Source: an optimization exercise on an open RTL-to-GDS flow (aim: small area, a short achievable clock period and few clock cycles per item). Production flows keep margins and buffers that such runs may drop.
Function was checked by simulation only, so behaviour that the tests miss may differ from the original.
No activity file was given, so power comes from the tool's default toggle rates.

Setup of exp/quartz:
==> flow/design.v <==
module divider #(
    parameter WIDTH = 32
)(
    input  logic                   clk,
    input  logic                   rst_n,
    input  logic                   start,
    input  logic [WIDTH-1:0]       dividend,
    input  logic [WIDTH-1:0]       divisor,
    output logic [WIDTH-1:0]       quotient,
    output logic [WIDTH-1:0]       remainder,
    output logic                   done
);
    logic        busy;
    logic [4:0]  cnt;           
    logic [31:0] rem_reg;       
    logic [31:0] dq_reg;        
    logic [31:0] dsr_reg;       
    logic [4:0] msb;
    always_comb begin
        msb = 5'd0;
        for (int i = 1; i < 32; i++)
            if (divisor[i]) msb = i[4:0];
    end
    logic [4:0]  skip;
    assign skip = {msb[4:2], 2'b00};
    logic [63:0] pre;
    assign pre = {32'd0, dividend} << skip;
    logic [32:0] partial;
    assign partial = {rem_reg, dq_reg[31]} - {1'b0, dsr_reg};
    always_ff @(posedge clk or negedge rst_n) begin
        if (!rst_n) begin
            busy <= 1'b0;
            done <= 1'b0;
        end else begin
            done <= busy && cnt == 5'd0;
            if (start)
                busy <= 1'b1;
            else if (cnt == 5'd0)
                busy <= 1'b0;
        end
    end
    always_ff @(posedge clk) begin
        if (start) begin
            rem_reg <= pre[63:32];
            dq_reg  <= pre[31:0];
            dsr_reg <= divisor;
            cnt     <= ~skip;
        end else if (busy) begin
            cnt    <= cnt - 5'd1;
            dq_reg <= {dq_reg[30:0], ~partial[32]};
            rem_reg <= partial[32] ? {rem_reg[30:0], dq_reg[31]} : partial[31:0];
        end
    end
    assign quotient  = dq_reg;
    assign remainder = rem_reg;
endmodule
==> flow/config.mk <==
export PLATFORM = sky130hd
export DESIGN_NAME = divider
export DESIGN_NICKNAME = divider
export VERILOG_FILES = /design/flow/design.v
export SDC_FILE = /design/flow/constraint.sdc
export NUM_CORES = 4
export LEC_CHECK = 0
export ABC_CLOCK_PERIOD_IN_PS = 3000
export CAP_MARGIN = 20
export CORE_MARGIN = 2
export CORE_UTILIZATION = 40
export SLEW_MARGIN = 20
==> flow/constraint.sdc <==
create_clock -name core_clock -period 5.0 [get_ports {clk}]
set_input_delay 1.0000 -clock core_clock [delete_from_list [all_inputs] [get_ports {clk}]]
set_output_delay 1.0000 -clock core_clock [all_outputs]
set_load 0.01 [all_outputs]
run.sh (not shown) runs the stock make flow with config.mk's settings and CLKGATE_MAP_FILE= SYNTH_SCRIPT=/design/flow/synth_recipe.tcl, a recipe that flattens the netlist after the stock synthesis.
exp/quartz | status: complete | timing, DRC, antenna: pass
Testbench counts of exp/quartz, summed over its fixed seeds: cycles 25,488, items 1,280.
For exp/raven, these inputs were changed with respect to exp/quartz:
- ABC_CLOCK_PERIOD_IN_PS no longer set, was 3000
- SETUP_SLACK_MARGIN now 2, previously not set
==> flow/flow/run.sh (new file) <==
#!/bin/bash
# The standard layout, with each port buffered by a sky130 buf_1 instead of
# the buffer buffer_ports picks by default.
set -euo pipefail
export BUFFER_PORTS_ARGS="-buffer_cell sky130_fd_sc_hd__buf_1"
bash standard.sh > standard.log 2>&1
==> flow/standard.sh (new file) <==
#!/bin/bash
# synth_recipe.tcl (not shown) runs the flow's synth.tcl, then flattens the netlist and writes it again
# the make line also repeats each setting of config.mk as NAME=value (left out here)
make -C /OpenROAD-flow-scripts/flow DESIGN_CONFIG=/design/flow/config.mk WORK_HOME=/design/flow/orfs CLKGATE_MAP_FILE= SYNTH_SCRIPT=/design/flow/synth_recipe.tcl "${@:-finish}"
removed: flow/run.sh
### Flow results
Changes observed in exp/raven relative to exp/quartz: post-detailed-placement half-perimeter wirelength shows no meaningful change, cell area shows an increase of about 13%, total met2 wirelength after detailed routing shows an increase of about 20%, non-clock buffering overhead in the final layout shows a reduction of 3.2 points.
Against exp/quartz, exp/raven comes in 713 higher on number of vias after detailed routing.
Count of multi-input combinational gates: exp/quartz and exp/raven compared, higher one is exp/raven
Area overhead of the layout relative to synthesis in exp/raven is 16 points above exp/quartz.
Row final routed wirelength across all metal layers: exp/raven higher / exp/quartz lower
Measured against each other, exp/quartz and exp/raven differ in non-clock buffer count, the higher figure coming from exp/raven.
--- input diff exp/raven..exp/willow ---
- clearing SETUP_SLACK_MARGIN, which used to be 2
Findings:
- Post-layout instance area delta for exp/willow relative to exp/raven: about 20% lower
- exp/willow ends up with a total wirelength of the detailed-routed design that is 20% lower than in exp/raven.
- Run comparison: exp/raven startpoint of the most critical setup path rem_reg[10]$_DFFE_PP_; exp/willow startpoint of the most critical setup path dq_reg[31]$_DFFE_PP_
- Utilization exp/raven -> exp/willow: down
- Per the final summary, exp/willow finished and its layout is clean on timing, DRC and antenna.
- Sort exp/raven and exp/willow by internal portion of total power, ascending, and exp/willow comes first.
Input-level comparison between exp/delta and exp/willow:
- ABC_AREA newly set to 1
==> flow/run.sh (new file) <==
#!/bin/bash
# synth_recipe.tcl (not shown) runs the flow's synth.tcl, then flattens the netlist and writes it again
# the make line also repeats each setting of config.mk as NAME=value (left out here)
make -C /OpenROAD-flow-scripts/flow DESIGN_CONFIG=/design/flow/config.mk WORK_HOME=/design/flow/orfs CLKGATE_MAP_FILE= SYNTH_SCRIPT=/design/flow/synth_recipe.tcl finish
removed: flow/flow/run.sh
removed: flow/standard.sh
Findings:
- exp/delta gives more cell depth of the worst flop-to-flop path than exp/willow did.
- exp/delta: register share of the cell area lower than exp/willow
- Of exp/delta and exp/willow, exp/willow shows the higher final cycle utilization of the critical path, with exp/delta below it.
- exp/delta reports its capture point of the critical path as dq_reg[23]$_DFFE_PP_ while exp/willow reports rem_reg[7]$_DFFE_PP_.
- exp/delta vs. exp/willow: total number of placement rows went up by 5.
- exp/delta against exp/willow; average footprint of a synthesized cell is down by more than a quarter.
- The number of instances in the synthesized netlist reported for exp/delta is greater than that of exp/willow by 474.
- Delta (exp/delta minus exp/willow): share of final layout cell area taken by non-clock buffers increased by 6.5 points relative to the old numbers, total power went up by about 20%.

---

// divider: RTL as listed in full above, without the edits since
make LEC_CHECK=0 CAP_MARGIN=20 CORE_MARGIN=2 CORE_UTILIZATION=40 SLEW_MARGIN=20 finish   # period 5.0 ns
Stock flow here: none of the scripts above is used.
Testbench counts at the start, summed over its fixed seeds: cycles 25,488, items 1,280.
Next try:
==> flow/flow/run.sh (new file) <==
#!/bin/bash
# The standard layout, with each port buffered by a sky130 buf_1 instead of
# the buffer buffer_ports picks by default.
set -euo pipefail
export BUFFER_PORTS_ARGS="-buffer_cell sky130_fd_sc_hd__buf_1"
bash standard.sh > standard.log 2>&1
==> flow/standard.sh (new file) <==
#!/bin/bash
# synth_recipe.tcl (not shown) runs the flow's synth.tcl, then flattens the netlist and writes it again
# the make line also repeats each setting of config.mk as NAME=value (left out here)
make -C /OpenROAD-flow-scripts/flow DESIGN_CONFIG=/design/flow/config.mk WORK_HOME=/design/flow/orfs CLKGATE_MAP_FILE= SYNTH_SCRIPT=/design/flow/synth_recipe.tcl "${@:-finish}"
- SETUP_SLACK_MARGIN: unset -> 1
removed: flow/run.sh
The new run completed with no timing, DRC or antenna violations; sequential power is about the same; die area stays the same; first-iteration DRC count went up by 4.0%.

[static timing again, ports no longer ideal]
How much do the figures lean on ideal ports? The routed layouts below were timed once more, with nothing changed but the port constraints.
Step 1: set_driving_cell puts a clkbuf_16 on clk and a buf_2 on each other input, an assumption about the parent block.
Step 2 adds t to the input delays and takes it off the output delays; t is the mean of the earliest and latest rising clock arrival at the registers after step 1. Input paths then give back, and output paths get back, about the clock's delay inside the block.
Three values: no drivers, after step 1, after step 2; two values: the first two.
run | t (ns) | slack for setup (ns) | hold WS [ns] | clock arrival spread, ns | worst register clock-pin slew, ns
exp/quartz | 0.401 | 0.936 / 0.961 / 0.560 | 0.483 / 0.483 / 0.483 | 0.011 / 0.011 | 0.08 / 0.08
exp/raven | 0.407 | 1.630 / 1.630 / 1.436 | 0.398 / 0.378 / 0.475 | 0.016 / 0.016 | 0.08 / 0.08
exp/willow | 0.400 | 1.004 / 1.004 / 0.712 | 0.411 / 0.396 / 0.487 | 0.013 / 0.013 | 0.08 / 0.08
exp/delta | 0.412 | 1.253 / 1.275 / 0.863 | 0.550 / 0.550 / 0.550 | 0.021 / 0.022 | 0.10 / 0.10
the first run of note 2 | 0.401 | 0.936 / 0.961 / 0.560 | 0.483 / 0.483 / 0.483 | 0.011 / 0.011 | 0.08 / 0.08
the second run of note 2 | 0.398 | 1.182 / 1.202 / 0.804 | 0.412 / 0.397 / 0.487 | 0.011 / 0.011 | 0.08 / 0.08
After both steps setup and hold are still met in every run listed. The setup slack of exp/delta, which loses most, moves by +0.022 ns with the drivers and by -0.390 ns with both steps.
